Context: an optimization exercise on an open-source flow, tuned for small area. The choices shown serve that exercise and are no tape-out recipe. Function was checked by simulation only, so behaviour that the tests miss may differ from the original. Power and IR drop assume default switching activity.

## design.v

```verilog
module Hq2x #(parameter LENGTH = 16, parameter HALF_DEPTH = 1, parameter DWIDTH = HALF_DEPTH ? 11 : 23)
(
	input             clk,
	input             ce_in,
	input  [DWIDTH:0] inputpixel,
	input             mono,
	input             disable_hq2x,
	input             reset_frame,
	input             reset_line,
	input             ce_out,
	input       [1:0] read_y,
	input             hblank,
	output [DWIDTH:0] outpixel
);
function [5:0] hq_table;
	input [7:0] idx;
begin
	case (idx)
		8'd0: hq_table = 6'd19;
		8'd1: hq_table = 6'd19;
		8'd2: hq_table = 6'd26;
		8'd3: hq_table = 6'd11;
		8'd4: hq_table = 6'd19;
		8'd5: hq_table = 6'd19;
		8'd6: hq_table = 6'd26;
		8'd7: hq_table = 6'd11;
		8'd8: hq_table = 6'd23;
		8'd9: hq_table = 6'd15;
		8'd10: hq_table = 6'd47;
		8'd11: hq_table = 6'd35;
		8'd12: hq_table = 6'd23;
		8'd13: hq_table = 6'd15;
		8'd14: hq_table = 6'd55;
		8'd15: hq_table = 6'd39;
		8'd16: hq_table = 6'd19;
		8'd17: hq_table = 6'd19;
		8'd18: hq_table = 6'd26;
		8'd19: hq_table = 6'd58;
		8'd20: hq_table = 6'd19;
		8'd21: hq_table = 6'd19;
		8'd22: hq_table = 6'd26;
		8'd23: hq_table = 6'd58;
		8'd24: hq_table = 6'd23;
		8'd25: hq_table = 6'd15;
		8'd26: hq_table = 6'd35;
		8'd27: hq_table = 6'd35;
		8'd28: hq_table = 6'd23;
		8'd29: hq_table = 6'd15;
		8'd30: hq_table = 6'd7;
		8'd31: hq_table = 6'd35;
		8'd32: hq_table = 6'd19;
		8'd33: hq_table = 6'd19;
		8'd34: hq_table = 6'd26;
		8'd35: hq_table = 6'd11;
		8'd36: hq_table = 6'd19;
		8'd37: hq_table = 6'd19;
		8'd38: hq_table = 6'd26;
		8'd39: hq_table = 6'd11;
		8'd40: hq_table = 6'd23;
		8'd41: hq_table = 6'd15;
		8'd42: hq_table = 6'd55;
		8'd43: hq_table = 6'd39;
		8'd44: hq_table = 6'd23;
		8'd45: hq_table = 6'd15;
		8'd46: hq_table = 6'd51;
		8'd47: hq_table = 6'd43;
		8'd48: hq_table = 6'd19;
		8'd49: hq_table = 6'd19;
		8'd50: hq_table = 6'd26;
		8'd51: hq_table = 6'd58;
		8'd52: hq_table = 6'd19;
		8'd53: hq_table = 6'd19;
		8'd54: hq_table = 6'd26;
		8'd55: hq_table = 6'd58;
		8'd56: hq_table = 6'd23;
		8'd57: hq_table = 6'd15;
		8'd58: hq_table = 6'd51;
		8'd59: hq_table = 6'd35;
		8'd60: hq_table = 6'd23;
		8'd61: hq_table = 6'd15;
		8'd62: hq_table = 6'd7;
		8'd63: hq_table = 6'd43;
		8'd64: hq_table = 6'd19;
		8'd65: hq_table = 6'd19;
		8'd66: hq_table = 6'd26;
		8'd67: hq_table = 6'd11;
		8'd68: hq_table = 6'd19;
		8'd69: hq_table = 6'd19;
		8'd70: hq_table = 6'd26;
		8'd71: hq_table = 6'd11;
		8'd72: hq_table = 6'd23;
		8'd73: hq_table = 6'd61;
		8'd74: hq_table = 6'd35;
		8'd75: hq_table = 6'd35;
		8'd76: hq_table = 6'd23;
		8'd77: hq_table = 6'd61;
		8'd78: hq_table = 6'd51;
		8'd79: hq_table = 6'd35;
		8'd80: hq_table = 6'd19;
		8'd81: hq_table = 6'd19;
		8'd82: hq_table = 6'd26;
		8'd83: hq_table = 6'd11;
		8'd84: hq_table = 6'd19;
		8'd85: hq_table = 6'd19;
		8'd86: hq_table = 6'd26;
		8'd87: hq_table = 6'd11;
		8'd88: hq_table = 6'd23;
		8'd89: hq_table = 6'd15;
		8'd90: hq_table = 6'd51;
		8'd91: hq_table = 6'd35;
		8'd92: hq_table = 6'd23;
		8'd93: hq_table = 6'd15;
		8'd94: hq_table = 6'd51;
		8'd95: hq_table = 6'd35;
		8'd96: hq_table = 6'd19;
		8'd97: hq_table = 6'd19;
		8'd98: hq_table = 6'd26;
		8'd99: hq_table = 6'd11;
		8'd100: hq_table = 6'd19;
		8'd101: hq_table = 6'd19;
		8'd102: hq_table = 6'd26;
		8'd103: hq_table = 6'd11;
		8'd104: hq_table = 6'd23;
		8'd105: hq_table = 6'd61;
		8'd106: hq_table = 6'd7;
		8'd107: hq_table = 6'd35;
		8'd108: hq_table = 6'd23;
		8'd109: hq_table = 6'd61;
		8'd110: hq_table = 6'd7;
		8'd111: hq_table = 6'd43;
		8'd112: hq_table = 6'd19;
		8'd113: hq_table = 6'd19;
		8'd114: hq_table = 6'd26;
		8'd115: hq_table = 6'd11;
		8'd116: hq_table = 6'd19;
		8'd117: hq_table = 6'd19;
		8'd118: hq_table = 6'd26;
		8'd119: hq_table = 6'd58;
		8'd120: hq_table = 6'd23;
		8'd121: hq_table = 6'd15;
		8'd122: hq_table = 6'd51;
		8'd123: hq_table = 6'd35;
		8'd124: hq_table = 6'd23;
		8'd125: hq_table = 6'd61;
		8'd126: hq_table = 6'd7;
		8'd127: hq_table = 6'd43;
		8'd128: hq_table = 6'd19;
		8'd129: hq_table = 6'd19;
		8'd130: hq_table = 6'd26;
		8'd131: hq_table = 6'd11;
		8'd132: hq_table = 6'd19;
		8'd133: hq_table = 6'd19;
		8'd134: hq_table = 6'd26;
		8'd135: hq_table = 6'd11;
		8'd136: hq_table = 6'd23;
		8'd137: hq_table = 6'd15;
		8'd138: hq_table = 6'd47;
		8'd139: hq_table = 6'd35;
		8'd140: hq_table = 6'd23;
		8'd141: hq_table = 6'd15;
		8'd142: hq_table = 6'd55;
		8'd143: hq_table = 6'd39;
		8'd144: hq_table = 6'd19;
		8'd145: hq_table = 6'd19;
		8'd146: hq_table = 6'd26;
		8'd147: hq_table = 6'd11;
		8'd148: hq_table = 6'd19;
		8'd149: hq_table = 6'd19;
		8'd150: hq_table = 6'd26;
		8'd151: hq_table = 6'd11;
		8'd152: hq_table = 6'd23;
		8'd153: hq_table = 6'd15;
		8'd154: hq_table = 6'd51;
		8'd155: hq_table = 6'd35;
		8'd156: hq_table = 6'd23;
		8'd157: hq_table = 6'd15;
		8'd158: hq_table = 6'd51;
		8'd159: hq_table = 6'd35;
		8'd160: hq_table = 6'd19;
		8'd161: hq_table = 6'd19;
		8'd162: hq_table = 6'd26;
		8'd163: hq_table = 6'd11;
		8'd164: hq_table = 6'd19;
		8'd165: hq_table = 6'd19;
		8'd166: hq_table = 6'd26;
		8'd167: hq_table = 6'd11;
		8'd168: hq_table = 6'd23;
		8'd169: hq_table = 6'd15;
		8'd170: hq_table = 6'd55;
		8'd171: hq_table = 6'd39;
		8'd172: hq_table = 6'd23;
		8'd173: hq_table = 6'd15;
		8'd174: hq_table = 6'd51;
		8'd175: hq_table = 6'd43;
		8'd176: hq_table = 6'd19;
		8'd177: hq_table = 6'd19;
		8'd178: hq_table = 6'd26;
		8'd179: hq_table = 6'd11;
		8'd180: hq_table = 6'd19;
		8'd181: hq_table = 6'd19;
		8'd182: hq_table = 6'd26;
		8'd183: hq_table = 6'd11;
		8'd184: hq_table = 6'd23;
		8'd185: hq_table = 6'd15;
		8'd186: hq_table = 6'd51;
		8'd187: hq_table = 6'd39;
		8'd188: hq_table = 6'd23;
		8'd189: hq_table = 6'd15;
		8'd190: hq_table = 6'd7;
		8'd191: hq_table = 6'd43;
		8'd192: hq_table = 6'd19;
		8'd193: hq_table = 6'd19;
		8'd194: hq_table = 6'd26;
		8'd195: hq_table = 6'd11;
		8'd196: hq_table = 6'd19;
		8'd197: hq_table = 6'd19;
		8'd198: hq_table = 6'd26;
		8'd199: hq_table = 6'd11;
		8'd200: hq_table = 6'd23;
		8'd201: hq_table = 6'd15;
		8'd202: hq_table = 6'd51;
		8'd203: hq_table = 6'd35;
		8'd204: hq_table = 6'd23;
		8'd205: hq_table = 6'd15;
		8'd206: hq_table = 6'd51;
		8'd207: hq_table = 6'd39;
		8'd208: hq_table = 6'd19;
		8'd209: hq_table = 6'd19;
		8'd210: hq_table = 6'd26;
		8'd211: hq_table = 6'd11;
		8'd212: hq_table = 6'd19;
		8'd213: hq_table = 6'd19;
		8'd214: hq_table = 6'd26;
		8'd215: hq_table = 6'd11;
		8'd216: hq_table = 6'd23;
		8'd217: hq_table = 6'd15;
		8'd218: hq_table = 6'd51;
		8'd219: hq_table = 6'd35;
		8'd220: hq_table = 6'd23;
		8'd221: hq_table = 6'd15;
		8'd222: hq_table = 6'd7;
		8'd223: hq_table = 6'd35;
		8'd224: hq_table = 6'd19;
		8'd225: hq_table = 6'd19;
		8'd226: hq_table = 6'd26;
		8'd227: hq_table = 6'd11;
		8'd228: hq_table = 6'd19;
		8'd229: hq_table = 6'd19;
		8'd230: hq_table = 6'd26;
		8'd231: hq_table = 6'd11;
		8'd232: hq_table = 6'd23;
		8'd233: hq_table = 6'd15;
		8'd234: hq_table = 6'd51;
		8'd235: hq_table = 6'd35;
		8'd236: hq_table = 6'd23;
		8'd237: hq_table = 6'd15;
		8'd238: hq_table = 6'd7;
		8'd239: hq_table = 6'd43;
		8'd240: hq_table = 6'd19;
		8'd241: hq_table = 6'd19;
		8'd242: hq_table = 6'd26;
		8'd243: hq_table = 6'd11;
		8'd244: hq_table = 6'd19;
		8'd245: hq_table = 6'd19;
		8'd246: hq_table = 6'd26;
		8'd247: hq_table = 6'd11;
		8'd248: hq_table = 6'd23;
		8'd249: hq_table = 6'd15;
		8'd250: hq_table = 6'd7;
		8'd251: hq_table = 6'd35;
		8'd252: hq_table = 6'd23;
		8'd253: hq_table = 6'd15;
		8'd254: hq_table = 6'd7;
		8'd255: hq_table = 6'd43;
		default: hq_table = 6'd0;
	endcase
end
endfunction
function [1:0] diff2;
	input [11:0] p1;
	input [11:0] p2;
	reg [4:0] Lp, Hp, Mp;
	reg [5:0] T;
	reg [6:0] S, U, V;
	reg [2:0] rp, rn;
	reg y_in, u_in, v_in, m_in, u_in_r, v_in_r, m_in_r;
begin
	Lp = {1'b0, p1[3:0]}  + {1'b0, ~p2[3:0]};      
	Mp = {1'b0, p1[7:4]}  + {1'b0, ~p2[7:4]};      
	Hp = {1'b0, p1[11:8]} + {1'b0, ~p2[11:8]};     
	T = {1'b0, Lp} + {1'b0, Hp};                   
	S = {1'b0, T} + {2'b00, Mp};                   
	U = {2'b00, Lp} + {2'b00, ~Hp};                
	V = {1'b0, Mp, 1'b0} + {1'b0, ~T};             
	y_in = (S >= 7'd34) && (S <= 7'd56);
	u_in   = ((U >= 7'd30) && (U <= 7'd32)) || (U == 7'd29 && p2[0] && !p2[8] && !p1[0] && p1[8]);
	u_in_r = ((U >= 7'd30) && (U <= 7'd32)) || (U == 7'd33 && p1[0] && !p1[8] && !p2[0] && p2[8]);
	rp = {p2[4], 1'b0} + p1[0] + p1[8];
	rn = {p1[4], 1'b0} + p2[0] + p2[8];
	v_in   = ((V >= 7'd61) && (V <= 7'd65)) || (V == 7'd60 && rp >= rn + 3'd3);
	v_in_r = ((V >= 7'd61) && (V <= 7'd65)) || (V == 7'd66 && rn >= rp + 3'd3);
	m_in   = ((Mp >= 5'd12) && (Mp <= 5'd18)) ||
	         (Mp == 5'd11 && p1[3:1] >= p2[3:1]) ||
	         (Mp == 5'd19 && p1[3:1] <  p2[3:1]);
	m_in_r = ((Mp >= 5'd12) && (Mp <= 5'd18)) ||
	         (Mp == 5'd11 && p1[3:1] >  p2[3:1]) ||
	         (Mp == 5'd19 && p1[3:1] <= p2[3:1]);
	diff2 = mono ? {!m_in, !m_in_r} : {!(y_in && u_in && v_in), !(y_in && u_in_r && v_in_r)};
end
endfunction
function diff12;
	input [11:0] p1;
	input [11:0] p2;
	reg [1:0] d;
begin
	d = diff2(p1, p2);
	diff12 = d[1];
end
endfunction
function [7:0] wsum;
	input [2:0] typ;
	input [3:0] n1;
	input [3:0] n2;
	input [3:0] n3;
	reg [4:0] m;
	reg t1, t2, t3, t4, t5;
	reg [7:0] r1, r2, r3, r4;
begin
	m = n2 + n3;
	t1 = typ == 3'd1; t2 = typ == 3'd2; t4 = typ == 3'd4; t5 = typ == 3'd5;
	t3 = !(t1 | t2 | t4 | t5);
	r1 = t4 ? {2'b00, n1, 2'b00} : {1'b0, n1, 3'b000};
	r2 = (t1 | t4) ? {1'b0, m, 2'b00} : (t2 | t3) ? {2'b00, m, 1'b0} : {3'b000, n1, 1'b0};
	r3 = t2 ? {3'b000, n1, 1'b0} : (t3 | t5) ? {2'b00, n1, 2'b00} : t4 ? {2'b00, m, 1'b0} : 8'd0;
	r4 = t2 ? {3'b000, n2, 1'b0} : t5 ? {3'b000, m} : 8'd0;
	wsum = r1 + r2 + r3 + r4;
end
endfunction
function [3:0] topn;
	input [7:0] s;
begin
	topn = s[7:4] + ({1'b0, s[7:4]} + {1'b0, s[3:0]} >= 5'd16);
end
endfunction
reg [11:0] Prev0, Prev1, Prev2, Curr0, Curr1, Curr2, Next0, Next1, Next2;
reg [11:0] A, B, D, F, G, H;
reg  [7:0] nextpatt;
reg  [1:0] cyc;
reg  curbuf;
reg  prevbuf;
wire [11:0] in1 = (~&offs) ? inputpixel : Next2;   
wire [1:0] du = diff2((cyc == 1) ? Curr0 : (cyc == 3) ? Curr2 : Curr1, (cyc == 2) ? Prev2 : Prev1);
wire [1:0] dv = diff2((cyc == 3) ? Curr2 : Curr1, (cyc == 1) ? in1 : (cyc == 2) ? Curr2 : Next1);
reg pB, pH, pIf, pIr, pDBf, pDBr, pC, pFf, pFr;    
reg rA, rG, rD, rIf, rIr;                           
reg zflag;                                          
wire pA = !zflag && rA;
wire pG = !zflag && rG;
wire pD = !zflag && rD;
wire [7:0] newpatt = {pIf, pH, pG, pFf, pD, pC, pB, pA};
wire [11:0] X = (cyc == 0) ? A : (cyc == 1) ? Prev1 : (cyc == 2) ? Next1 : G;
wire [7:0] nextpatt_nx = (cyc == 3) ? newpatt :
	{nextpatt[5], nextpatt[3], nextpatt[0], nextpatt[6], nextpatt[1], nextpatt[7], nextpatt[4], nextpatt[2]};
reg [3:0] bl_rule;    
reg x_bd, x_db, x_bf, x_fb, x_hd, x_dh, x_fh, x_hf;
wire is_diff = (bl_rule == 4'd15) ? x_hd : (bl_rule == 4'd14) ? x_bf : x_bd;
reg  [2:0] btyp0;
reg [11:0] bi20, bi30;
always @(*) begin
	case({!is_diff, bl_rule})
		1,11,12,13,17: begin btyp0 = 3'd3; bi20 = X; bi30 = X; end
		      2,14,18: begin btyp0 = 3'd3; bi20 = D; bi30 = D; end
		      3,15,19: begin btyp0 = 3'd3; bi20 = B; bi30 = B; end
		   4,20,24,27: begin btyp0 = 3'd1; bi20 = D; bi30 = B; end
		         5,21: begin btyp0 = 3'd1; bi20 = X; bi30 = B; end
		         6,22: begin btyp0 = 3'd1; bi20 = X; bi30 = D; end
		        25,29: begin btyp0 = 3'd4; bi20 = D; bi30 = B; end
		           26: begin btyp0 = 3'd5; bi20 = D; bi30 = B; end
		           28: begin btyp0 = 3'd3; bi20 = D; bi30 = B; end
		           30: begin btyp0 = 3'd2; bi20 = B; bi30 = D; end
		           31: begin btyp0 = 3'd2; bi20 = D; bi30 = B; end
		      default: begin btyp0 = 3'd3; bi20 = Curr0; bi30 = Curr0; end
	endcase
end
wire [7:0] s_hi  = wsum(btyp0, Curr0[11:8], bi20[11:8], bi30[11:8]);
wire [7:0] s_mid = wsum(btyp0, Curr0[7:4],  bi20[7:4],  bi30[7:4]);
wire [7:0] s_lo  = wsum(btyp0, Curr0[3:0],  bi20[3:0],  bi30[3:0]);
wire [11:0] blend_now = mono ? {4'b0000, s_mid + {4'b0000, s_lo[7:4]}}
                             : {topn(s_hi), topn(s_mid), topn(s_lo)};
reg [11:0] bl1, bl2, bl3, blend_result;
reg [11:0] ibuf0 [0:LENGTH-2];
reg [11:0] ibuf1 [0:LENGTH-2];
function [11:0] rd_in;
	input sel;
	input [3:0] a;
	reg [11:0] v0, v1;
begin
	v0 = ibuf0[(a == 4'd15) ? 4'd14 : a];
	v1 = ibuf1[(a == 4'd15) ? 4'd14 : a];
	rd_in = sel ? v1 : v0;
end
endfunction
reg [47:0] obuf [0:2*LENGTH-3];
reg  [4:0] read_x;
reg  [4:0] wrout_addr;
reg        wrout_en, wrout_en_d;
reg [47:0] wrdata;           
reg [11:0] blend_result_d;
reg  [1:0] cyc_d;
reg        ce_in_d;
reg  [4:0] raddr;
reg [23:0] outpixel_x2;
assign outpixel = read_x[0] ? outpixel_x2[23:12] : outpixel_x2[11:0];
reg [47:0] q;
integer qi;
always @(*) begin
	q = 48'd0;
	for (qi = 0; qi < 2*LENGTH-2; qi = qi + 1)
		if (raddr == qi) q = q | obuf[qi];
end
always @(posedge clk) begin
	raddr <= {read_x[4:1], read_y[1]};
	wrout_en_d <= wrout_en;
	blend_result_d <= blend_result;
	cyc_d <= cyc;
	ce_in_d <= ce_in;
	if (ce_in_d) begin
		case(cyc_d)
			0: wrdata[11:0]  <= blend_result_d;
			1: wrdata[23:12] <= blend_result_d;
			2: wrdata[47:36] <= blend_result_d;
			3: wrdata[35:24] <= blend_result_d;
		endcase
	end
	if (wrout_en_d && wrout_addr < 5'd30) obuf[wrout_addr] <= wrdata;
	if(ce_out) begin
		if(read_x[0]) outpixel_x2 <= read_y[0] ? q[47:24] : q[23:0];
		if(~hblank & ~&read_x) read_x <= read_x + 1'd1;
		if(hblank) read_x <= 0;
	end
end
reg [3:0] offs;
reg old_reset_line;
reg old_reset_frame;
reg [3:0] wrdata_finished;
reg [4:0] waddr;
wire line_start  = old_reset_line && ~reset_line;
wire frame_start = line_start && old_reset_frame && ~reset_frame;
wire curbuf_next = frame_start ? 1'b0 : line_start ? ~curbuf : curbuf;
always @(posedge clk) begin
	wrout_en <= 0;
	if(ce_in) begin
		bl_rule <= disable_hq2x ? 4'd0 : hq_table(nextpatt_nx) >> 2;
		bl1 <= blend_now;
		bl2 <= bl1;
		bl3 <= bl2;
		blend_result <= bl3;
		wrdata_finished <= wrdata_finished << 1;
		if(wrdata_finished[3]) begin
			wrout_en <= 1;
			wrout_addr <= waddr;
		end
		if(~&offs) begin
			if (cyc == 1) begin
				Prev2 <= rd_in(prevbuf, offs);
				Curr2 <= rd_in(curbuf, offs);
				Next2 <= inputpixel;
				if (curbuf_next) ibuf0[offs] <= inputpixel;
				else             ibuf1[offs] <= inputpixel;
			end
			if(cyc==3) begin
				offs <= offs + 1'd1;
				waddr <= {offs, curbuf};
				wrdata_finished[0] <= 1;
			end
		end
		case (cyc)
			0: begin pB <= du[1]; pH <= dv[1]; end
			1: begin {pDBf, pDBr} <= du; {pIf, pIr} <= dv; end
			2: begin pC <= du[1]; {pFf, pFr} <= dv; end
			default: begin
				rA <= du[1]; rG <= dv[1]; rD <= pFr; {rIf, rIr} <= {pIf, pIr};
			end
		endcase
		if (line_start) zflag <= 1'b1;
		else if (cyc == 3) zflag <= 1'b0;
		if(cyc==3) begin
			nextpatt <= newpatt;
			{A, G} <= {Prev0, Next0};
			{B, F, H, D} <= {Prev1, Curr2, Next1, Curr0};
			{x_db, x_bd, x_dh, x_hd, x_fb, x_bf, x_fh, x_hf} <= {pDBf, pDBr, !zflag && rIf, !zflag && rIr, du, dv};
			{Prev0, Prev1} <= {Prev1, Prev2};
			{Curr0, Curr1} <= {Curr1, Curr2};
			{Next0, Next1} <= {Next1, Next2};
		end else begin
			nextpatt <= {nextpatt[5], nextpatt[3], nextpatt[0], nextpatt[6], nextpatt[1], nextpatt[7], nextpatt[4], nextpatt[2]};
			{B, F, H, D} <= {F, H, D, B};
			{x_bd, x_db, x_bf, x_fb, x_hd, x_dh, x_fh, x_hf} <= {x_fb, x_bf, x_fh, x_hf, x_db, x_bd, x_hd, x_dh};
		end
		cyc <= cyc + 1'b1;
		if(line_start) begin
			old_reset_frame <= reset_frame;
			offs <= 0;
			cyc <= 0;
			curbuf <= ~curbuf;
			prevbuf <= curbuf;
			{Prev0, Prev1, Prev2, Curr0, Curr1, Curr2, Next0, Next1, Next2} <= '0;
			if(old_reset_frame & ~reset_frame) begin
				curbuf <= 0;
				prevbuf <= 0;
			end
		end
		old_reset_line  <= reset_line;
	end
end
endmodule
```

## constraint.sdc

```tcl
create_clock -name core_clock -period 8.0 [get_ports {clk}]
set_input_delay 1.6000 -clock core_clock [delete_from_list [all_inputs] [get_ports {clk}]]
set_output_delay 1.6000 -clock core_clock [all_outputs]
set_load 0.01 [all_outputs]
```

## run.sh

```bash
#!/bin/bash
# synth_recipe.tcl (not shown) runs the flow's synth.tcl, then flattens the netlist and writes it again
# the make line also repeats each setting of config.mk as NAME=value (left out here)
make -C /OpenROAD-flow-scripts/flow DESIGN_CONFIG=/design/flow/config.mk WORK_HOME=/design/flow/orfs CLKGATE_MAP_FILE= SYNTH_SCRIPT=/design/flow/synth_recipe.tcl finish
```

## config.mk

```make
export PLATFORM = sky130hd
export DESIGN_NAME = Hq2x
export DESIGN_NICKNAME = Hq2x
export VERILOG_FILES = /design/flow/design.v
export SDC_FILE = /design/flow/constraint.sdc
export NUM_CORES = 4
export LEC_CHECK = 0
export CAP_MARGIN = 20
export CORE_MARGIN = 2
export CORE_UTILIZATION = 65
export CTS_BUF_LIST = sky130_fd_sc_hd__clkbuf_16
export CTS_CLUSTER_DIAMETER = 100
export CTS_CLUSTER_SIZE = 30
export PLACE_DENSITY = 0.75
export SLEW_MARGIN = 20
```

==> flow_summary.json, run 1 <==
{
  "hold_viol_final": 0,
  "yosysSeqAreaShare_pct": 74.4,
  "syn_area_per_cell_um2": 16.1,
  "yosys.cell_types.count": 83,
  "cts_tree": "done",
  "ys_ff_latch": 2186,
  "status": "finished clean",
  "setup_viol": 0,
  "worst_pin_slew_ns": 1.22,
  "diodes": 0,
  "multiInputGateArea_um2": 21200,
  "min_to": "wrout_en_d",
  "synth_fp_nets": 5689,
  "synth_top_area_share_pct": 73.9,
  "synth_cells": 5468,
  "fin_crit_ns": 7.69,
  "clock_latency_ns": 0.74,
  "synth_top_cell_by_area": "edfxtp_1",
  "io_buffer_count": 33,
  "min_period_over_period_pct": 96.1,
  "start_kind": "flop",
  "clock.fmax_mhz": 130,
  "hold_depth": 0,
  "initial_core_util_pct": 65.7,
  "ir_worst_vdd_v": 0.000451,
  "dpl.hpwl_mm": 129,
  "reg2regPathDepth": 26,
  "preCtsSetupSlack_ns": 0.235,
  "antenna_found_initial": 2,
  "r2r_start": "bl_rule[0]",
  "fp.coreArea_um2": 134000,
  "crit_fanout": 9,
  "max_cap_viol_count": 0,
  "synth.area.top_cells": "edfxtp_1 (74%), a22oi_1 (5.4%), ha_1 (2.1%)",
  "ios": 34,
  "synth_warnings": 1,
  "arrival_ns": 8.16,
  "reg2reg_to": "bl1[5]",
  "worstSetupPathType": "flop to flop",
  "synth_edf_count": 2164,
  "min_path_type": "flop to flop",
  "htree_levels": 3,
  "root_buffer": "clkbuf_16",
  "worst_setup_path_end_kind": "flop",
  "p_leak_nw": 30.9,
  "track_usage_pct": 33.8,
  "die_y_um": 372,
  "dieArea_um2": 138000,
  "ff2ff_setup_slack_ns": 0.31,
  "firstDrtPassIters": 9,
  "overflow": 0,
  "power_density_nw_per_um2": 251,
  "nNetsFinal": 5670,
  "via_per_inst": 7.05,
  "drc": 0,
  "power_w": 0.0234,
  "wl_per_cell_um": 32.2,
  "cts_buffers": 83,
  "fin_ws_ns": 0.313,
  "grt_pass1_vias": 48900,
  "fillers": 8526,
  "hold_start": "wrout_en",
  "path_clk_slew_ns": 0.12,
  "async_flop_share_pct": 0,
  "cts.path.max_buffers": 3,
  "seqCellArea_um2": 65400,
  "gp_congestion": 0.893,
  "synth_area_um2": 87900,
  "die_x_um": 372,
  "grt_max_degree": 80,
  "drive_gt1_share_pct": 8.98,
  "max_slew_margin_pct": 18.4,
  "finalSetupTns_ns": 0,
  "grt_pass1_wl_mm": 333,
  "fp-row-count": 134,
  "drt_iter0_drc": 8624,
  "vias": 51200,
  "holdWs_ns": 0.346,
  "cts.sinks": 2186,
  "areaGrowthSynthToFinish_pct": 6.16,
  "routed_wl_mm": 234,
  "maxSlewViolCount": 0,
  "critPathRequiredTime_ns": 8.47,
  "synth_ff_type": "edfxtp_1",
  "ant_nets": 0,
  "fin_skew_ns": 0.0463
}
==> cell families (layout without fill, tap and decap cells) <==
kind of cell             count (synthesis)  in the layout  synth area share (%)
AND/OR/NAND/NOR                       1059           1059                  5.66
XOR/XNOR                                67             67                 0.668
adder cells (fa/ha/maj)                199            199                  3.24
flip-flops                            2186           2186                  74.4
buffers and inverters                  448            473                  2.07
AO/OA/AOI/OAI                         1264           1264                  10.2
multiplexers                           245            245                  3.75
==> how the worst max path moves through the flow <==
stage,from,end,slack (ns)
detailed placement,bl_rule[0],bl1[5],0.24
CTS,bl_rule[0],bl1[5],0.20
floorplan,cyc[0],bl1[5],0.94
global placement,bl_rule[0],bl1[2],0.42
finish,bl_rule[0],bl1[5],0.31
global route,bl_rule[0],bl1[2],-0.007
==> report_power, final <==
part           internal [W]  switching [W]  leakage, nW
clock               0.00195        0.00327         1.28
sequential           0.0129       0.000235         19.8
combinational       0.00214        0.00290         9.78
total                0.0170        0.00641         30.9
==> state kept, by name, indices dropped and copies added, names as in the netlist, 24 cells and up <==
| name | cells |
|---|---|
| obuf | 1440 |
| outpixel_x2 | 24 |
| ibuf1 | 180 |
| wrdata | 48 |
| ibuf0 | 180 |
==> critical path, cell delays in order, from the launching register on <==
cell,delay (ns)
edfxtp_1,0.54
nor2b_1,0.23
o2111ai_2,0.40
nand2_1,0.14
a31oi_1,0.25
and4_1,0.40
buf_4,0.22
mux2_2,0.34
ha_1,0.22
fa_1,0.46
xor2_1,0.21
mux2i_1,0.14
o21ai_0,0.14
fa_1,0.55
inv_1,0.05
fa_1,0.48
inv_1,0.04
ha_1,0.21
fa_1,0.49
xor2_2,0.30
ha_1,0.29
a31o_2,0.23
a21o_1,0.17
a21o_1,0.17
ha_1,0.21
ha_1,0.30
mux2_2,0.25
==> synthesized netlist by cell type (48+ instances only) <==
cell      count
a22oi_1     631
clkbuf_1    163
a21oi_1     177
nand4_1      59
fa_1         48
a21o_1       52
buf_2        91
nand2_1     403
inv_1       152
nor3_1       63
and2_1       82
o21ai_0     128
mux2i_1     108
nor2_1      210
nand3_1      98
mux2_2       77
mux4_2       57
edfxtp_1   2164
ha_1        151
==> cell type report <==
class	instances	area share (%)
Tap cell	1768	2.37
Clock buffer	84	2.25
Multi-Input combinational cell	2834	22.7
Clock inverter	45	0.270
Inverter	155	0.624
Sequential cell	2186	70.1
Timing Repair Buffer	189	1.68
==> per-stage QoR <==
step / std cells / cell area, µm² / utilization, %
after floorplan: 5468 / 87900 / -
after global placement: 7123 / 90800 / 67.8
after detailed placement: 7127 / 90900 / 67.9
after CTS: 7256 / 93200 / 69.7
after global routing: 7261 / 93300 / 69.7
final: 7261 / 93300 / 69.7
==> layer usage <==
layer / vias up / global-route usage, % / wire [µm]
met1: 25400 / 45.9 / 82300
li1: 21400 / - / -
met2: 3691 / 55.6 / 113000
met5: - / 0 / 34
met3: 640 / 5.15 / 27200
met4: 4 / 13.2 / 11100
==> repair_timing <==
| item | in CTS | in global routing |
|---|---|---|
| setup endpoints to repair | 0 | 6 |
| hold buffers | 0 | 0 |
| buffers inserted | 0 | 3 |
| resized for setup | 0 | 3 |
==> layout by cell type, fill, tap and decap left out, types with 10 or more instances in the layout <==
| master | Yosys | final |
|---|---|---|
| a31oi_1 | 13 | 13 |
| ha_1 | 151 | 148 |
| mux2_2 | 77 | 77 |
| o21bai_1 | 20 | 20 |
| edfxtp_1 | 2164 | 2164 |
| nor2b_1 | 31 | 31 |
| xor2_1 | 31 | 28 |
| a221oi_1 | 12 | 12 |
| nor2_1 | 210 | 145 |
| and3_1 | 10 | 10 |
| fa_1 | 48 | 48 |
| a221o_1 | 20 | 20 |
| a222oi_1 | 44 | 44 |
| and2_1 | 82 | 81 |
| xnor2_1 | 36 | 36 |
| a22oi_1 | 631 | 631 |
| nor2_4 | 0 | 55 |
| nand2_1 | 403 | 401 |
| dfxtp_1 | 22 | 22 |
| o22ai_1 | 44 | 44 |
| nand2b_1 | 17 | 15 |
| clkbuf_16 | 0 | 84 |
| or4_1 | 18 | 18 |
| a21oi_1 | 177 | 177 |
| buf_4 | 6 | 151 |
| nor2_2 | 0 | 10 |
| nand4_1 | 59 | 59 |
| nor4_1 | 29 | 29 |
| a22o_1 | 29 | 29 |
| nand3_1 | 98 | 98 |
| mux4_2 | 57 | 57 |
| inv_1 | 152 | 189 |
| nor3_1 | 63 | 57 |
| mux2i_1 | 108 | 108 |
| a211oi_1 | 21 | 21 |
| clkdlybuf4s50_1 | 0 | 31 |
| a21o_1 | 52 | 52 |
| o21ai_0 | 128 | 128 |
==> inputs of run 2 (changes only) <==
--- a/design.v
+++ b/design.v
@@ -343,5 +343,6 @@
 end
 endfunction
-reg [11:0] Prev0, Prev1, Prev2, Curr0, Curr1, Curr2, Next0, Next1, Next2;
+reg [11:0] Prev0, Prev1, Prev2, Curr0, Curr1, Next0, Next1;
+wire [11:0] Curr2, Next2;
 reg [11:0] A, B, D, F, G, H;
 reg  [7:0] nextpatt;
@@ -401,4 +402,6 @@
 end
 endfunction
+assign Curr2 = rd_in(curbuf, offs);
+assign Next2 = rd_in(!curbuf, offs);
 reg [47:0] obuf [0:2*LENGTH-3];
 reg  [4:0] read_x;
@@ -464,6 +467,4 @@
 			if (cyc == 1) begin
 				Prev2 <= rd_in(prevbuf, offs);
-				Curr2 <= rd_in(curbuf, offs);
-				Next2 <= inputpixel;
 				if (curbuf_next) ibuf0[offs] <= inputpixel;
 				else             ibuf1[offs] <= inputpixel;
@@ -505,5 +506,5 @@
 			curbuf <= ~curbuf;
 			prevbuf <= curbuf;
-			{Prev0, Prev1, Prev2, Curr0, Curr1, Curr2, Next0, Next1, Next2} <= '0;
+			{Prev0, Prev1, Prev2, Curr0, Curr1, Next0, Next1} <= '0;
 			if(old_reset_frame & ~reset_frame) begin
 				curbuf <= 0;
--- a/config.mk
+++ b/config.mk
@@ -10,6 +10,6 @@
 export CORE_UTILIZATION = 65
 export CTS_BUF_LIST = sky130_fd_sc_hd__clkbuf_16
-export CTS_CLUSTER_DIAMETER = 100
-export CTS_CLUSTER_SIZE = 30
+export CTS_CLUSTER_DIAMETER = 90
+export CTS_CLUSTER_SIZE = 27
 export PLACE_DENSITY = 0.75
 export SLEW_MARGIN = 20
==> run 2 against run 1 <==
  * Clock skew is 0.030 ns higher
  * Critical path depth is 1 lower
  * Highest routed layer is now met4
  * Sequential share of layout area is 0.52 points lower
  * Maximum frequency is 2.8% higher
  * Total power is 2.7% higher
  * Die area is 0.90% lower
  * Routed wire length is 3.7% higher
  * Non-clock buffer count is 10 higher
  * Core utilization hardly changed
  * Final cell count is 1.7% lower
==> flow_summary.json, run 2 <==
{
  "p_int_w": 0.0172,
  "async_flop_share_pct": 0,
  "root_buffer": "clkbuf_16",
  "track_usage_pct": 35.3,
  "start_kind": "flop",
  "areaGrowthSynthToFinish_pct": 6.75,
  "cts_buffers": 92,
  "syn_area_per_cell_um2": 16.4,
  "yosysMostFrequentCell": "edfxtp_1",
  "crit_fanout": 15,
  "wl_per_cell_um": 34.0,
  "final_common_cell": "edfxtp_1",
  "cts_resized": 0,
  "initial_core_util_pct": 65.3,
  "fillers": 8422,
  "drt_iter0_drc": 9144,
  "htree_levels": 3,
  "rsz0062_at_grt": "no",
  "nNetsFinal": 5521,
  "die_y_um": 370,
  "die_x_um": 370,
  "ant_nets": 0,
  "ys_ff_latch": 2162,
  "cpMaxStageDelayCell": "edfxtp_1",
  "finalSetupTns_ns": 0,
  "worstSetupPathType": "flop to flop",
  "worst_pin_slew_ns": 1.24,
  "p_leak_nw": 30.4,
  "critPathRequiredTime_ns": 8.47,
  "synth_cells": 5311,
  "path_clk_slew_ns": 0.10,
  "dieArea_um2": 137000,
  "yosys.cell_types.count": 86,
  "hold_viol_final": 0,
  "gp_congestion": 0.889,
  "yosysSeqAreaShare_pct": 74.3,
  "drive_gt1_share_pct": 9.86,
  "fp.coreArea_um2": 133000,
  "maxSlewViolCount": 0,
  "status": "finished clean",
  "p_switching_w": 0.00680,
  "firstDrtPassIters": 7,
  "synth_edf_count": 2140,
  "min_period_over_period_pct": 93.5,
  "vias": 51400,
  "p_seq_share_pct": 54.1,
  "p_sw_share_pct": 28.3,
  "grt_pass1_wl_mm": 344,
  "arrival_ns": 7.94,
  "max_cap_viol_count": 0,
  "overflow": 0,
  "fp-row-count": 134,
  "grt_pass1_vias": 49000,
  "largest_reg_flops": 1440,
  "ios": 34,
  "via_per_inst": 7.20,
  "slowest_delay_ns": 0.64,
  "cts.sinks": 2162,
  "antenna_found_initial": 2,
  "top_regs": "obuf x1440, ibuf0 x180, ibuf1 x180",
  "routed_wl_mm": 242,
  "synth.area.top_cells": "edfxtp_1 (74%), ha_1 (2.2%), a221oi_1 (2.1%)",
  "synth_warnings": 1,
  "grt_max_degree": 66,
  "synth_ff_type": "edfxtp_1",
  "pwr-share-clk_pct": 23.1,
  "dpl.hpwl_mm": 133,
  "drc": 0,
  "io_buffer_count": 33,
  "pwr-share-comb_pct": 22.8,
  "clock.fmax_mhz": 134,
  "largest_register": "obuf",
  "worst_setup_path_end_kind": "flop",
  "setup_viol": 0,
  "crit_top_cell": "ha_1",
  "clock_latency_ns": 0.79,
  "synth_top_area_share_pct": 73.8,
  "ir_worst_vdd_v": 0.000531,
  "fin_crit_ns": 7.48,
  "max_slew_margin_pct": 17.2,
  "cts.path.max_buffers": 3,
  "power_density_nw_per_um2": 259,
  "final_cell_mix": "edfxtp_1 (2,140), a22oi_1 (242), a221oi_1 (213)",
  "synth_common_cells": "edfxtp_1 (2,140), nor2_1 (274), a22oi_1 (242)",
  "cts_tree": "done",
  "synth_top_cell_by_area": "edfxtp_1",
  "min_path_type": "flop to flop",
  "synth_area_um2": 87100,
  "synth_fp_nets": 5532,
  "power_w": 0.0240,
  "fin_skew_ns": 0.0765,
  "post_cts_buffers": 0,
  "cts_hold_buf": 0
}
## run 2: metrics by stage
stage                     instance area (µm²)  util (%)  setup WS (ns)  hold slack (ns)  cells
final                                   93000      69.7          0.523            0.348   7135
after global routing                    93000      69.7         0.0440            0.356   7133
after CTS                               92900      69.7          0.444            0.356   7130
after detailed placement                90200      67.6          0.446            0.333   6971
after global placement                  90100      67.6          0.603            0.328   6968
after floorplan                         87100         -          0.758            0.310   5311
## run 2: cell families after synthesis
| family | Yosys count | synth area share, % |
|---|---|---|
| flops | 2162 | 74.3 |
| simple gates | 944 | 5.25 |
| compound gates | 1226 | 10.7 |
| xor+xnor | 72 | 0.724 |
| mux | 270 | 3.77 |
| fa+ha+maj | 200 | 3.28 |
| buf+inv | 437 | 1.99 |
## run 2: layout make-up
| type | count | area [µm²] | share of cell area, % |
|---|---|---|---|
| Multi-Input combinational cell | 2712 | 21200 | 22.8 |
| Sequential cell | 2162 | 64700 | 69.6 |
| Antenna cell | 2 | 5.00 | 0.00538 |
| Clock buffer | 92 | 2300 | 2.48 |
| Timing Repair Buffer | 199 | 1640 | 1.77 |
| Inverter | 133 | 499 | 0.537 |
| Tap cell | 1768 | 2210 | 2.38 |
| Clock inverter | 67 | 429 | 0.462 |
## run 2: power groups by stage
stage                     Clock [W]  Sequential, W  Combinational [W]
after CTS                   0.00555         0.0130            0.00544
final                       0.00555         0.0130            0.00549
after floorplan                   0         0.0131            0.00413
after global placement            0         0.0132            0.00522
after detailed placement          0         0.0133            0.00539
after global routing        0.00589         0.0130            0.00617
## run 2: path summary, 6_finish.rpt
kind | from | slack [ns] | endpoint | depth (start not counted)
setup / recovery | bl_rule[3] | 0.52 | bl1[9] | 25
hold / removal | blend_result[3] | 0.35 | blend_result_d[3] | 0
setup reg to reg | bl_rule[3] | 0.52 | bl1[9] | 25
hold reg to reg | blend_result[3] | 0.35 | blend_result_d[3] | 0
## run 2: metal layers
metal  wire [µm]  global-route usage, %
met5           0                      0
met4       13000                   15.8
met3       29900                   6.75
met2      116000                   57.0
met1       83300                   47.2
## run 2: worst max-delay path: cells and delay by family, from the launching register on
family,cells,cell delay (ns)
adders and majority gates,9,3.15
AOI/OAI and AO/OA,6,1.32
DFF,1,0.64
and+or+nand+nor,3,0.63
buffers and inverters,4,0.57
xor gates and xnor gates,2,0.53
muxes,1,0.36
==> inputs of run 3 (changes only) <==
--- a/config.mk
+++ b/config.mk
@@ -8,8 +8,8 @@
 export CAP_MARGIN = 20
 export CORE_MARGIN = 2
-export CORE_UTILIZATION = 65
+export CORE_UTILIZATION = 70
 export CTS_BUF_LIST = sky130_fd_sc_hd__clkbuf_16
 export CTS_CLUSTER_DIAMETER = 90
-export CTS_CLUSTER_SIZE = 27
-export PLACE_DENSITY = 0.75
+export CTS_CLUSTER_SIZE = 28
+export PLACE_DENSITY = 0.8
 export SLEW_MARGIN = 20
==> run 3 against run 2 <==
  * Synthesized cell count unchanged
  * Total power decreased by 0.63%
  * Maximum frequency decreased by 0.98%
  * Setup slack got worse by 0.074 ns
  * First-iteration DRC count increased by 10%
  * Sequential share of layout area increased by 0.15 points
  * Combinational power about the same
  * Sequential power about the same
==> flow_summary.json, run 3 <==
{
  "worst_pin_slew_ns": 1.25,
  "p_sw_share_pct": 28.1,
  "initial_core_util_pct": 70.4,
  "min_path_type": "flop to flop",
  "synth.area.top_cells": "edfxtp_1 (74%), ha_1 (2.2%), a221oi_1 (2.1%)",
  "maxSlewViolCount": 0,
  "cts_hold_buf": 0,
  "min_period_over_period_pct": 94.4,
  "top_regs": "obuf x1440, ibuf0 x180, ibuf1 x180",
  "async_flop_share_pct": 0,
  "cts_buffers": 88,
  "post_cts_buffers": 0,
  "yosysMostFrequentCell": "edfxtp_1",
  "cts.sinks": 2162,
  "overflow": 0,
  "cts_tree": "done",
  "synth_warnings": 1,
  "p_leak_nw": 30.4,
  "grt_max_degree": 70,
  "ios": 34,
  "gp_congestion": 0.869,
  "drive_gt1_share_pct": 10.0,
  "p_int_w": 0.0172,
  "ys_ff_latch": 2162,
  "setup_viol": 0,
  "worstSetupPathType": "flop to flop",
  "finalSetupTns_ns": 0,
  "fillers": 7051,
  "final_common_cell": "edfxtp_1",
  "root_buffer": "clkbuf_16",
  "grt_pass1_wl_mm": 345,
  "routed_wl_mm": 242,
  "power_density_nw_per_um2": 258,
  "fin_skew_ns": 0.0511,
  "drc": 0,
  "worst_setup_path_end_kind": "flop",
  "max_cap_viol_count": 0,
  "crit_top_cell": "ha_1",
  "final_cell_mix": "edfxtp_1 (2,140), a22oi_1 (242), a221oi_1 (213)",
  "fp-row-count": 129,
  "largest_reg_flops": 1440,
  "nNetsFinal": 5531,
  "clock.fmax_mhz": 132,
  "fin_crit_ns": 7.55,
  "io_buffer_count": 33,
  "synth_edf_count": 2140,
  "synth_common_cells": "edfxtp_1 (2,140), nor2_1 (274), a22oi_1 (242)",
  "p_seq_share_pct": 54.4,
  "syn_area_per_cell_um2": 16.4,
  "synth_fp_nets": 5532,
  "synth_top_cell_by_area": "edfxtp_1",
  "synth_cells": 5311,
  "arrival_ns": 8.04,
  "vias": 52200,
  "firstDrtPassIters": 9,
  "die_y_um": 357,
  "drt_iter0_drc": 10100,
  "antenna_found_initial": 1,
  "cpMaxStageDelayCell": "edfxtp_1",
  "synth_top_area_share_pct": 73.8,
  "synth_area_um2": 87100,
  "dpl.hpwl_mm": 132,
  "crit_fanout": 15,
  "slowest_delay_ns": 0.66,
  "pwr-share-clk_pct": 22.5,
  "max_slew_margin_pct": 16.5,
  "wl_per_cell_um": 34.6,
  "track_usage_pct": 38.1,
  "cts.path.max_buffers": 3,
  "ant_nets": 0,
  "cts_resized": 0,
  "multiInputGateArea_um2": 21200,
  "ir_worst_vdd_v": 0.000532,
  "start_kind": "flop",
  "synth_ff_type": "edfxtp_1",
  "stdcell_area_um2": 92800,
  "areaGrowthSynthToFinish_pct": 6.52,
  "htree_levels": 3,
  "seqCellArea_um2": 64700,
  "status": "finished clean",
  "p_switching_w": 0.00671,
  "critPathRequiredTime_ns": 8.48,
  "path_clk_slew_ns": 0.11,
  "largest_register": "obuf",
  "dieArea_um2": 127000,
  "fp.coreArea_um2": 124000,
  "hold_viol_final": 0,
  "placed_area_um2": 90100,
  "grt_pass1_vias": 50200,
  "yosysSeqAreaShare_pct": 74.3,
  "clock_latency_ns": 0.76,
  "die_x_um": 357,
  "pwr-share-comb_pct": 23.1,
  "yosys.cell_types.count": 86,
  "via_per_inst": 7.46,
  "rsz0062_at_grt": "no"
}
-- run 3: cell counts after synthesis --
No cell type changed its count.
-- run 3: final timing paths --
path                            startpoint          to  slack (ns)  depth (start not counted)
worst min register to register    wrout_en  wrout_en_d        0.32                          0
worst min-delay path              wrout_en  wrout_en_d        0.32                          0
worst max-delay path            bl_rule[3]      bl1[9]        0.45                         25
worst max register to register  bl_rule[3]      bl1[9]        0.45                         25
-- run 3: layer usage --
metal	global-route usage [%]	share of wire, %
met4	16.8	5.5
met3	8.87	15
met1	51.5	33
met2	60.2	47
met5	0	0.0033
-- run 3: area by class of cell --
type / count / share of cell area, %
well taps: 1637 / 2.21
diodes: 1 / 0.00270
clock buffers: 89 / 2.40
repair buffers: 213 / 1.91
multi-input cells: 2712 / 22.8
flip-flops and latches: 2162 / 69.8
inverters: 133 / 0.538
clock inverters: 50 / 0.361
-- run 3: per-stage QoR --
step	instances	hold slack (ns)	worst slack (ns)	total power (W)	utilization, %
final	6997	0.321	0.449	0.0239	75.0
after global routing	6996	0.335	0.111	0.0249	75.0
after CTS	6994	0.319	0.507	0.0238	75.0
after detailed placement	6855	0.314	0.610	0.0187	72.9
after global placement	6855	0.312	0.765	0.0185	72.9
after floorplan	5311	0.310	0.758	0.0173	-
-- run 3: critical path: cells and delay by family (launching register included) --
kind / cells / cell delay [ns]
AO/OA/AOI/OAI: 6 / 1.32
adder cells (fa/ha/maj): 9 / 3.20
XOR/XNOR: 2 / 0.54
AND/OR/NAND/NOR: 3 / 0.62
flip-flops: 1 / 0.66
multiplexers: 1 / 0.37
buffers and inverters: 4 / 0.60
-- run 3: power by group through the flow --
stage / Clock [W] / Combinational (W) / Sequential (W)
after floorplan: 0 / 0.00413 / 0.0131
after global placement: 0 / 0.00523 / 0.0132
after detailed placement: 0 / 0.00544 / 0.0133
after CTS: 0.00534 / 0.00548 / 0.0130
after global routing: 0.00569 / 0.00618 / 0.0130
final: 0.00537 / 0.00552 / 0.0130
-- run 3: cells by family after synthesis --
| kind of cell | Yosys count | synth area share [%] |
|---|---|---|
| XOR/XNOR | 72 | 0.724 |
| adder cells (fa/ha/maj) | 200 | 3.28 |
| buffers and inverters | 437 | 1.99 |
| multiplexers | 270 | 3.77 |
| flip-flops | 2162 | 74.3 |
| AO/OA/AOI/OAI | 1226 | 10.7 |
| AND/OR/NAND/NOR | 944 | 5.25 |
==> inputs of run 4 (changes only) <==
--- a/design.v
+++ b/design.v
@@ -344,6 +344,21 @@
 endfunction
 reg [11:0] Prev0, Prev1, Prev2, Curr0, Curr1, Next0, Next1;
+reg z0, z1;
+wire [11:0] P0 = z0 ? 12'd0 : Prev0;
+wire [11:0] C0 = z0 ? 12'd0 : Curr0;
+wire [11:0] N0 = z0 ? 12'd0 : Next0;
+wire [11:0] P1 = z1 ? 12'd0 : Prev1;
+wire [11:0] C1 = z1 ? 12'd0 : Curr1;
+wire [11:0] N1 = z1 ? 12'd0 : Next1;
 wire [11:0] Curr2, Next2;
-reg [11:0] A, B, D, F, G, H;
+reg [11:0] A, G;
+reg [11:0] SD;
+reg sz;
+reg  [1:0] rot;
+wire [11:0] SB = sz ? 12'd0 : Prev0;
+wire [11:0] SF = Curr1;
+wire [11:0] SH = sz ? 12'd0 : Next0;
+wire [11:0] B = (rot == 0) ? SB : (rot == 1) ? SF : (rot == 2) ? SH : SD;
+wire [11:0] D = (rot == 0) ? SD : (rot == 1) ? SB : (rot == 2) ? SF : SH;
 reg  [7:0] nextpatt;
 reg  [1:0] cyc;
@@ -351,19 +366,21 @@
 reg  prevbuf;
 wire [11:0] in1 = (~&offs) ? inputpixel : Next2;   
-wire [1:0] du = diff2((cyc == 1) ? Curr0 : (cyc == 3) ? Curr2 : Curr1, (cyc == 2) ? Prev2 : Prev1);
-wire [1:0] dv = diff2((cyc == 3) ? Curr2 : Curr1, (cyc == 1) ? in1 : (cyc == 2) ? Curr2 : Next1);
+wire [1:0] du = diff2((cyc == 1) ? C0 : (cyc == 3) ? Curr2 : C1, (cyc == 2) ? Prev2 : P1);
+wire [1:0] dv = diff2((cyc == 3) ? Curr2 : C1, (cyc == 1) ? in1 : (cyc == 2) ? Curr2 : N1);
 reg pB, pH, pIf, pIr, pDBf, pDBr, pC, pFf, pFr;    
 reg rA, rG, rD, rIf, rIr;                           
-reg zflag;                                          
-wire pA = !zflag && rA;
-wire pG = !zflag && rG;
-wire pD = !zflag && rD;
+wire pA = !z1 && rA;
+wire pG = !z1 && rG;
+wire pD = !z1 && rD;
 wire [7:0] newpatt = {pIf, pH, pG, pFf, pD, pC, pB, pA};
-wire [11:0] X = (cyc == 0) ? A : (cyc == 1) ? Prev1 : (cyc == 2) ? Next1 : G;
+wire [11:0] X = (cyc == 0) ? A : (cyc == 1) ? P1 : (cyc == 2) ? N1 : G;
 wire [7:0] nextpatt_nx = (cyc == 3) ? newpatt :
 	{nextpatt[5], nextpatt[3], nextpatt[0], nextpatt[6], nextpatt[1], nextpatt[7], nextpatt[4], nextpatt[2]};
 reg [3:0] bl_rule;    
-reg x_bd, x_db, x_bf, x_fb, x_hd, x_dh, x_fh, x_hf;
-wire is_diff = (bl_rule == 4'd15) ? x_hd : (bl_rule == 4'd14) ? x_bf : x_bd;
+reg x_bd, x_db, x_bf, x_fb, x_hd, x_dh, x_fh, x_hf;    
+wire r_bd = (rot == 0) ? x_bd : (rot == 1) ? x_fb : (rot == 2) ? x_hf : x_dh;
+wire r_bf = (rot == 0) ? x_bf : (rot == 1) ? x_fh : (rot == 2) ? x_hd : x_db;
+wire r_hd = (rot == 0) ? x_hd : (rot == 1) ? x_db : (rot == 2) ? x_bf : x_fh;
+wire is_diff = (bl_rule == 4'd15) ? r_hd : (bl_rule == 4'd14) ? r_bf : r_bd;
 reg  [2:0] btyp0;
 reg [11:0] bi20, bi30;
@@ -381,10 +398,10 @@
 		           30: begin btyp0 = 3'd2; bi20 = B; bi30 = D; end
 		           31: begin btyp0 = 3'd2; bi20 = D; bi30 = B; end
-		      default: begin btyp0 = 3'd3; bi20 = Curr0; bi30 = Curr0; end
+		      default: begin btyp0 = 3'd3; bi20 = C0; bi30 = C0; end
 	endcase
 end
-wire [7:0] s_hi  = wsum(btyp0, Curr0[11:8], bi20[11:8], bi30[11:8]);
-wire [7:0] s_mid = wsum(btyp0, Curr0[7:4],  bi20[7:4],  bi30[7:4]);
-wire [7:0] s_lo  = wsum(btyp0, Curr0[3:0],  bi20[3:0],  bi30[3:0]);
+wire [7:0] s_hi  = wsum(btyp0, C0[11:8], bi20[11:8], bi30[11:8]);
+wire [7:0] s_mid = wsum(btyp0, C0[7:4],  bi20[7:4],  bi30[7:4]);
+wire [7:0] s_lo  = wsum(btyp0, C0[3:0],  bi20[3:0],  bi30[3:0]);
 wire [11:0] blend_now = mono ? {4'b0000, s_mid + {4'b0000, s_lo[7:4]}}
                              : {topn(s_hi), topn(s_mid), topn(s_lo)};
@@ -484,11 +501,12 @@
 			end
 		endcase
-		if (line_start) zflag <= 1'b1;
-		else if (cyc == 3) zflag <= 1'b0;
 		if(cyc==3) begin
 			nextpatt <= newpatt;
-			{A, G} <= {Prev0, Next0};
-			{B, F, H, D} <= {Prev1, Curr2, Next1, Curr0};
-			{x_db, x_bd, x_dh, x_hd, x_fb, x_bf, x_fh, x_hf} <= {pDBf, pDBr, !zflag && rIf, !zflag && rIr, du, dv};
+			{A, G} <= {P0, N0};
+			SD <= C0;
+			sz <= z1;
+			rot <= 2'd0;
+			{x_db, x_bd, x_dh, x_hd, x_fb, x_bf, x_fh, x_hf} <= {pDBf, pDBr, !z1 && rIf, !z1 && rIr, du, dv};
+			{z0, z1} <= {z1, 1'b0};
 			{Prev0, Prev1} <= {Prev1, Prev2};
 			{Curr0, Curr1} <= {Curr1, Curr2};
@@ -496,6 +514,5 @@
 		end else begin
 			nextpatt <= {nextpatt[5], nextpatt[3], nextpatt[0], nextpatt[6], nextpatt[1], nextpatt[7], nextpatt[4], nextpatt[2]};
-			{B, F, H, D} <= {F, H, D, B};
-			{x_bd, x_db, x_bf, x_fb, x_hd, x_dh, x_fh, x_hf} <= {x_fb, x_bf, x_fh, x_hf, x_db, x_bd, x_hd, x_dh};
+			rot <= rot + 2'd1;
 		end
 		cyc <= cyc + 1'b1;
@@ -506,5 +523,5 @@
 			curbuf <= ~curbuf;
 			prevbuf <= curbuf;
-			{Prev0, Prev1, Prev2, Curr0, Curr1, Next0, Next1} <= '0;
+			{z0, z1} <= 2'b11;
 			if(old_reset_frame & ~reset_frame) begin
 				curbuf <= 0;
--- a/config.mk
+++ b/config.mk
@@ -8,8 +8,8 @@
 export CAP_MARGIN = 20
 export CORE_MARGIN = 2
-export CORE_UTILIZATION = 70
+export CORE_UTILIZATION = 65
 export CTS_BUF_LIST = sky130_fd_sc_hd__clkbuf_16
 export CTS_CLUSTER_DIAMETER = 90
-export CTS_CLUSTER_SIZE = 28
-export PLACE_DENSITY = 0.8
+export CTS_CLUSTER_SIZE = 27
+export PLACE_DENSITY = 0.75
 export SLEW_MARGIN = 20
==> run 4 against run 3 <==
  * Synthesized cell count up 2.3%
  * Still clean
  * Clock power up 2%
  * Largest cell class unchanged
  * Sequential share of layout area down 1.0 points
==> flow_summary.json, run 4 <==
{
  "synth.area.top_cells": "edfxtp_1 (73%), a221oi_1 (2.3%), ha_1 (2.3%)",
  "setup_viol": 0,
  "final_cell_mix": "edfxtp_1 (2,108), a22oi_1 (242), a221oi_1 (224)",
  "status": "finished clean",
  "yosysSeqAreaShare_pct": 73.5,
  "final_common_cell": "edfxtp_1",
  "largest_reg_flops": 1440,
  "initial_core_util_pct": 65.2,
  "synth_warnings": 1,
  "min_period_over_period_pct": 94.7,
  "fp-row-count": 134,
  "dieArea_um2": 136000,
  "fillers": 8478,
  "grt_max_degree": 78,
  "synth_ff_type": "edfxtp_1",
  "antenna_found_initial": 1,
  "overflow": 0,
  "finalSetupTns_ns": 0,
  "drc": 0,
  "die_x_um": 369,
  "cts_tree": "done",
  "firstDrtPassIters": 7,
  "grt_pass1_vias": 50400,
  "via_per_inst": 7.17,
  "root_buffer": "clkbuf_16",
  "cts_buffers": 90,
  "vias": 52200,
  "wl_per_cell_um": 32.7,
  "cts.sinks": 2130,
  "worst_pin_slew_ns": 1.23,
  "fin_ws_ns": 0.421,
  "synth_edf_count": 2108,
  "worstSetupPathType": "flop to flop",
  "ant_nets": 0,
  "reg2regPathDepth": 31,
  "async_flop_share_pct": 0,
  "ys_ff_latch": 2130,
  "dpl.hpwl_mm": 131,
  "yosysMostFrequentCell": "edfxtp_1",
  "cpMaxStageDelayCell": "fa_1",
  "p_leak_nw": 30.4,
  "diodes": 0,
  "nNetsFinal": 5674,
  "stdcell_area_um2": 92700,
  "placed_area_um2": 90000,
  "synth_common_cells": "edfxtp_1 (2,108), a22oi_1 (242), a221oi_1 (226)",
  "crit_start": "rot[0]",
  "reg2reg_to": "bl1[7]",
  "synth_area_um2": 86700,
  "ir_worst_vdd_v": 0.000527,
  "arrival_ns": 8.09,
  "synth_cells": 5433,
  "max_cap_viol_count": 0,
  "grt_pass1_wl_mm": 342,
  "track_usage_pct": 34.7,
  "synth_top_cell_by_area": "edfxtp_1",
  "ff2ff_setup_slack_ns": 0.42,
  "synth_fp_nets": 5661,
  "ios": 34,
  "worst_setup_path_end_kind": "flop",
  "drt_iter0_drc": 8588,
  "largest_register": "obuf",
  "areaGrowthSynthToFinish_pct": 6.97,
  "top_regs": "obuf x1440, ibuf0 x180, ibuf1 x180",
  "min_path_type": "flop to flop",
  "maxSlewViolCount": 0,
  "path_clk_slew_ns": 0.11,
  "crit_top_cell": "fa_1",
  "fin_crit_ns": 7.58,
  "critPathRequiredTime_ns": 8.51,
  "cp-endpoint": "bl1[7]",
  "max_slew_margin_pct": 18.3,
  "hold_viol_final": 0,
  "crit_fanout": 7,
  "preCtsSetupSlack_ns": 0.155,
  "cts.path.max_buffers": 3,
  "io_buffer_count": 33,
  "yosys.cell_types.count": 95,
  "gp_congestion": 0.880,
  "slowest_delay_ns": 0.54,
  "clock_latency_ns": 0.78,
  "r2r_start": "rot[0]",
  "drive_gt1_share_pct": 8.54,
  "synth_top_area_share_pct": 73.0,
  "start_kind": "flop",
  "routed_wl_mm": 238,
  "htree_levels": 3,
  "syn_area_per_cell_um2": 16.0,
  "die_y_um": 369,
  "clock.fmax_mhz": 132,
  "fin_skew_ns": 0.0670,
  "fp.coreArea_um2": 133000,
  "power_density_nw_per_um2": 246
}
[run 4: worst min-delay path by stage]
stage                     start                  to  slack (ns)  depth (start not counted)
2_1_floorplan          wrout_en          wrout_en_d        0.31                          0
4_1_cts        blend_result[11]  blend_result_d[11]        0.34                          0
3_5_place_dp           wrout_en          wrout_en_d        0.32                          0
5_1_grt                wrout_en          wrout_en_d        0.36                          0
6_report       blend_result[11]  blend_result_d[11]        0.33                          0
3_3_place_gp           wrout_en          wrout_en_d        0.32                          0
[run 4: routing by layer]
metal / global-route usage (%) / share of wire (%) / up-vias
met3: 6.14 / 12 / 668
met1: 45.4 / 35 / 26000
met4: 14.7 / 5.0 / 0
met5: 0 / 0 / -
li1: - / - / 21800
met2: 57.8 / 49 / 3731
[run 4: per-stage QoR]
stage / cells / hold WS, ns / util (%) / power [W]
floorplan: 5433 / 0.310 / - / 0.0163
global placement: 7113 / 0.316 / 67.6 / 0.0174
detailed placement: 7114 / 0.323 / 67.7 / 0.0175
CTS: 7276 / 0.344 / 69.7 / 0.0228
global route: 7284 / 0.357 / 69.8 / 0.0238
finish: 7284 / 0.330 / 69.8 / 0.0229
[run 4: cell families after synthesis]
| kind of cell | synth area share, % |
|---|---|
| AOI/OAI and AO/OA | 12.4 |
| xor gates and xnor gates | 0.697 |
| adders and majority gates | 3.40 |
| buffers and inverters | 2.16 |
| DFF | 73.5 |
| muxes | 2.31 |
| and+or+nand+nor | 5.49 |
[run 4: timing repair]
action,in CTS,in global routing
setup buffers,0,7
hold buffers,0,0
setup endpoints to repair,0,11
hold endpoints to repair,0,0
gates resized for setup,0,9
[run 4: where the power goes]
part | internal [W] | switching, W | total, W
sequential | 0.0125 | 0.000188 | 0.0127
combinational | 0.00194 | 0.00279 | 0.00473
clock | 0.00213 | 0.00333 | 0.00546
[run 4: area by class of cell]
type	instances	area [µm²]	share of cell area (%)
Sequential cell	2130	63700	68.7
Multi-Input combinational cell	2840	21600	23.3
Clock buffer	91	2280	2.46
Tap cell	1768	2210	2.39
Timing Repair Buffer	241	1940	2.09
Inverter	143	539	0.581
Clock inverter	71	404	0.436
[run 4: critical path, delay by kind of cell, from the launching register on]
| kind | cells | cell delay [ns] |
|---|---|---|
| AO/OA/AOI/OAI | 9 | 1.95 |
| XOR/XNOR | 3 | 0.39 |
| buffers and inverters | 6 | 0.66 |
| AND/OR/NAND/NOR | 2 | 0.25 |
| flip-flops | 1 | 0.43 |
| adder cells (fa/ha/maj) | 8 | 2.97 |
| multiplexers | 3 | 0.72 |
==> inputs of run 5 (changes only) <==
--- a/design.v
+++ b/design.v
@@ -309,13 +309,4 @@
 end
 endfunction
-function diff12;
-	input [11:0] p1;
-	input [11:0] p2;
-	reg [1:0] d;
-begin
-	d = diff2(p1, p2);
-	diff12 = d[1];
-end
-endfunction
 function [7:0] wsum;
 	input [2:0] typ;
@@ -343,4 +334,13 @@
 end
 endfunction
+reg  [7:0] nextpatt;
+reg  [1:0] cyc;
+reg  [3:0] offs;
+reg        curbuf;
+reg        prevbuf;
+reg        old_reset_line;
+reg        old_reset_frame;
+reg  [3:0] wrdata_finished;
+reg  [4:0] waddr;
 reg [11:0] Prev0, Prev1, Prev2, Curr0, Curr1, Next0, Next1;
 reg z0, z1;
@@ -361,8 +361,4 @@
 wire [11:0] B = (rot == 0) ? SB : (rot == 1) ? SF : (rot == 2) ? SH : SD;
 wire [11:0] D = (rot == 0) ? SD : (rot == 1) ? SB : (rot == 2) ? SF : SH;
-reg  [7:0] nextpatt;
-reg  [1:0] cyc;
-reg  curbuf;
-reg  prevbuf;
 wire [11:0] in1 = (~&offs) ? inputpixel : Next2;   
 wire [1:0] du = diff2((cyc == 1) ? C0 : (cyc == 3) ? Curr2 : C1, (cyc == 2) ? Prev2 : P1);
@@ -460,9 +456,4 @@
 	end
 end
-reg [3:0] offs;
-reg old_reset_line;
-reg old_reset_frame;
-reg [3:0] wrdata_finished;
-reg [4:0] waddr;
 wire line_start  = old_reset_line && ~reset_line;
 wire frame_start = line_start && old_reset_frame && ~reset_frame;
==> run 5 against run 4 <==
  * Hold slack got worse by 0.025 ns
  * Clock skew decreased by 0.019 ns
  * Sequential share of layout area is 0.45 points higher
  * Still clean on timing, DRC and antenna
  * Maximum frequency fell by 1.1%
  * Non-clock buffer count up 1
  * Setup slack got worse by 0.086 ns
  * Via count shrank 1.8%
  * Highest routed layer is now met5
  * Final cell count shrank 2.5%
  * Total power grew 1.3%
  * Critical path depth increased by 2
  * Final area decreased by 0.65%
  * Synthesized cell count down 3.1%
==> flow_summary.json, run 5 <==
{
  "hold_start": "wrout_en",
  "async_flop_share_pct": 0,
  "synth_ff_type": "edfxtp_1",
  "path_clk_slew_ns": 0.10,
  "worst_setup_path_end_kind": "flop",
  "via_per_inst": 7.22,
  "busiest_layer": "met2",
  "firstDrtPassIters": 8,
  "dpl.hpwl_mm": 133,
  "arrival_ns": 8.14,
  "drive_gt1_share_pct": 9.54,
  "min_to": "wrout_en_d",
  "final_cells": 7100,
  "use_met2_pct": 55.8,
  "antenna_found_initial": 2,
  "clock.fmax_mhz": 130,
  "ios": 34,
  "top_regs": "obuf x1440, ibuf0 x180, ibuf1 x180",
  "grt_max_degree": 72,
  "yosys.area_share.simple_pct": 5.16,
  "yosys.cell_types.count": 83,
  "largest_reg_flops": 1440,
  "synth_cells": 5264,
  "maxSlewViolCount": 0,
  "r2r_start": "rot[0]",
  "crit_fanout": 11,
  "dp.cells": 6950,
  "grtUsageMet3_pct": 7.20,
  "syn_area_per_cell_um2": 16.3,
  "fillers": 8261,
  "use_met1_pct": 47.9,
  "gp_congestion": 0.861,
  "synth_warnings": 1,
  "routed_wl_mm": 238,
  "finalSetupTns_ns": 0,
  "synth_top_cell_by_area": "edfxtp_1",
  "ff2ff_setup_slack_ns": 0.33,
  "synth_area_um2": 85900,
  "root_buffer": "clkbuf_16",
  "diodes": 0,
  "wl_per_cell_um": 33.6,
  "synth_top_area_share_pct": 73.7,
  "start_kind": "flop",
  "synth_compound_area_share_pct": 11.7,
  "grt_pass1_vias": 49400,
  "cts_tree": "done",
  "fin_util_pct": 70.2,
  "worstSetupPathType": "flop to flop",
  "p_leak_nw": 29.9,
  "ys_ff_latch": 2130,
  "ant_nets": 0,
  "dieArea_um2": 135000,
  "io_buffer_count": 33,
  "fp-row-count": 133,
  "die_x_um": 367,
  "largest_register": "obuf",
  "fp.coreArea_um2": 131000,
  "worst_pin_slew_ns": 1.21,
  "final_cell_mix": "edfxtp_1 (2,108), a22oi_1 (299), a221oi_1 (198)",
  "synth_edf_count": 2108,
  "synth_common_cells": "edfxtp_1 (2,108), a22oi_1 (299), clkbuf_1 (237)",
  "status": "finished clean",
  "critPathRequiredTime_ns": 8.47,
  "yosysSeqAreaShare_pct": 74.2,
  "yosysMostFrequentCell": "edfxtp_1",
  "htree_levels": 3,
  "clock_latency_ns": 0.76,
  "drt_iter0_drc": 9070,
  "areaGrowthSynthToFinish_pct": 7.31,
  "max_slew_margin_pct": 19.2,
  "synth_top_family_by_area": "compound AO/OA/AOI/OAI gates"
}
[run 5: cell types whose count changed after synthesis, moves of 18 or more]
cell,change
nand2_1,-33
a21o_1,-20
clkbuf_1,+25
a221oi_1,-27
buf_2,-18
a22oi_1,+57
nand4_1,-20
o21ai_0,-54
buf_1,-20
o22ai_1,+33
a22o_1,-32
nand2b_1,-25
a211o_1,-24
[run 5: cells by family (layout without fill, tap and decap cells)]
logic type	after synthesis	in the layout
buffers and inverters	445	526
multiplexers	197	197
adder cells (fa/ha/maj)	207	207
AO/OA/AOI/OAI	1337	1337
flip-flops	2130	2130
AND/OR/NAND/NOR	880	880
XOR/XNOR	68	68
[run 5: metrics by stage]
stage	power [W]	hold WS, ns	cell area (µm²)	setup WS (ns)
2_1_floorplan	0.0165	0.310	85900	0.244
3_3_place_gp	0.0177	0.311	89200	0.255
3_5_place_dp	0.0178	0.314	89300	0.127
4_1_cts	0.0230	0.308	91900	0.0937
5_1_grt	0.0241	0.318	92100	-0.0697
6_report	0.0232	0.305	92100	0.335
[run 5: worst max-delay path by stage]
stage	startpoint	end
final	rot[0]	bl1[6]
after global routing	rot[0]	bl1[2]
after CTS	rot[0]	bl1[7]
after detailed placement	rot[0]	bl1[10]
after global placement	rot[0]	bl1[10]
after floorplan	rot[0]	bl1[5]
[run 5: power breakdown]
part / leakage, nW / internal (W) / switching (W) / total [W]
combinational: 9.27 / 0.00214 / 0.00290 / 0.00504
clock: 1.40 / 0.00213 / 0.00330 / 0.00542
sequential: 19.3 / 0.0125 / 0.000188 / 0.0127
total: 29.9 / 0.0168 / 0.00638 / 0.0232
[run 5: area by class of cell]
| class | count | area [µm²] | share of cell area [%] |
|---|---|---|---|
| Tap cell | 1755 | 2200 | 2.38 |
| Clock inverter | 49 | 283 | 0.307 |
| Inverter | 143 | 539 | 0.585 |
| Multi-Input combinational cell | 2689 | 21000 | 22.8 |
| Timing Repair Buffer | 242 | 2110 | 2.29 |
| Sequential cell | 2130 | 63700 | 69.2 |
| Clock buffer | 92 | 2300 | 2.50 |
[run 5: worst max-delay path, delay by kind of cell (launching register included)]
family | cells | cell delay [ns]
AOI/OAI and AO/OA | 10 | 1.45
xor gates and xnor gates | 3 | 0.62
adders and majority gates | 10 | 3.29
buffers and inverters | 5 | 0.43
DFF | 1 | 0.44
muxes | 2 | 0.80
and+or+nand+nor | 3 | 0.37
[run 5: per-layer routing]
layer	vias to the layer above	wire, µm
met5	-	13
met4	2	10900
met3	625	31500
met2	3899	113000
met1	25500	83100
li1	21200	-
[run 5: what timing repair did]
action                     4_1_cts  5_1_grt
hold buffers                     0        0
hold endpoints to repair         0        0
buffers inserted                 0        9
setup endpoints to repair        0       19
resized for setup                0       29

Re-timed with assumed drivers on the ports (clkbuf_16 on the clock, buf_2 on other inputs), run 5 has 0.335 ns of setup slack against 0.335 ns with ideal ports, and 0.335 ns once port delays also move by the mid clock arrival of 0.815 ns.
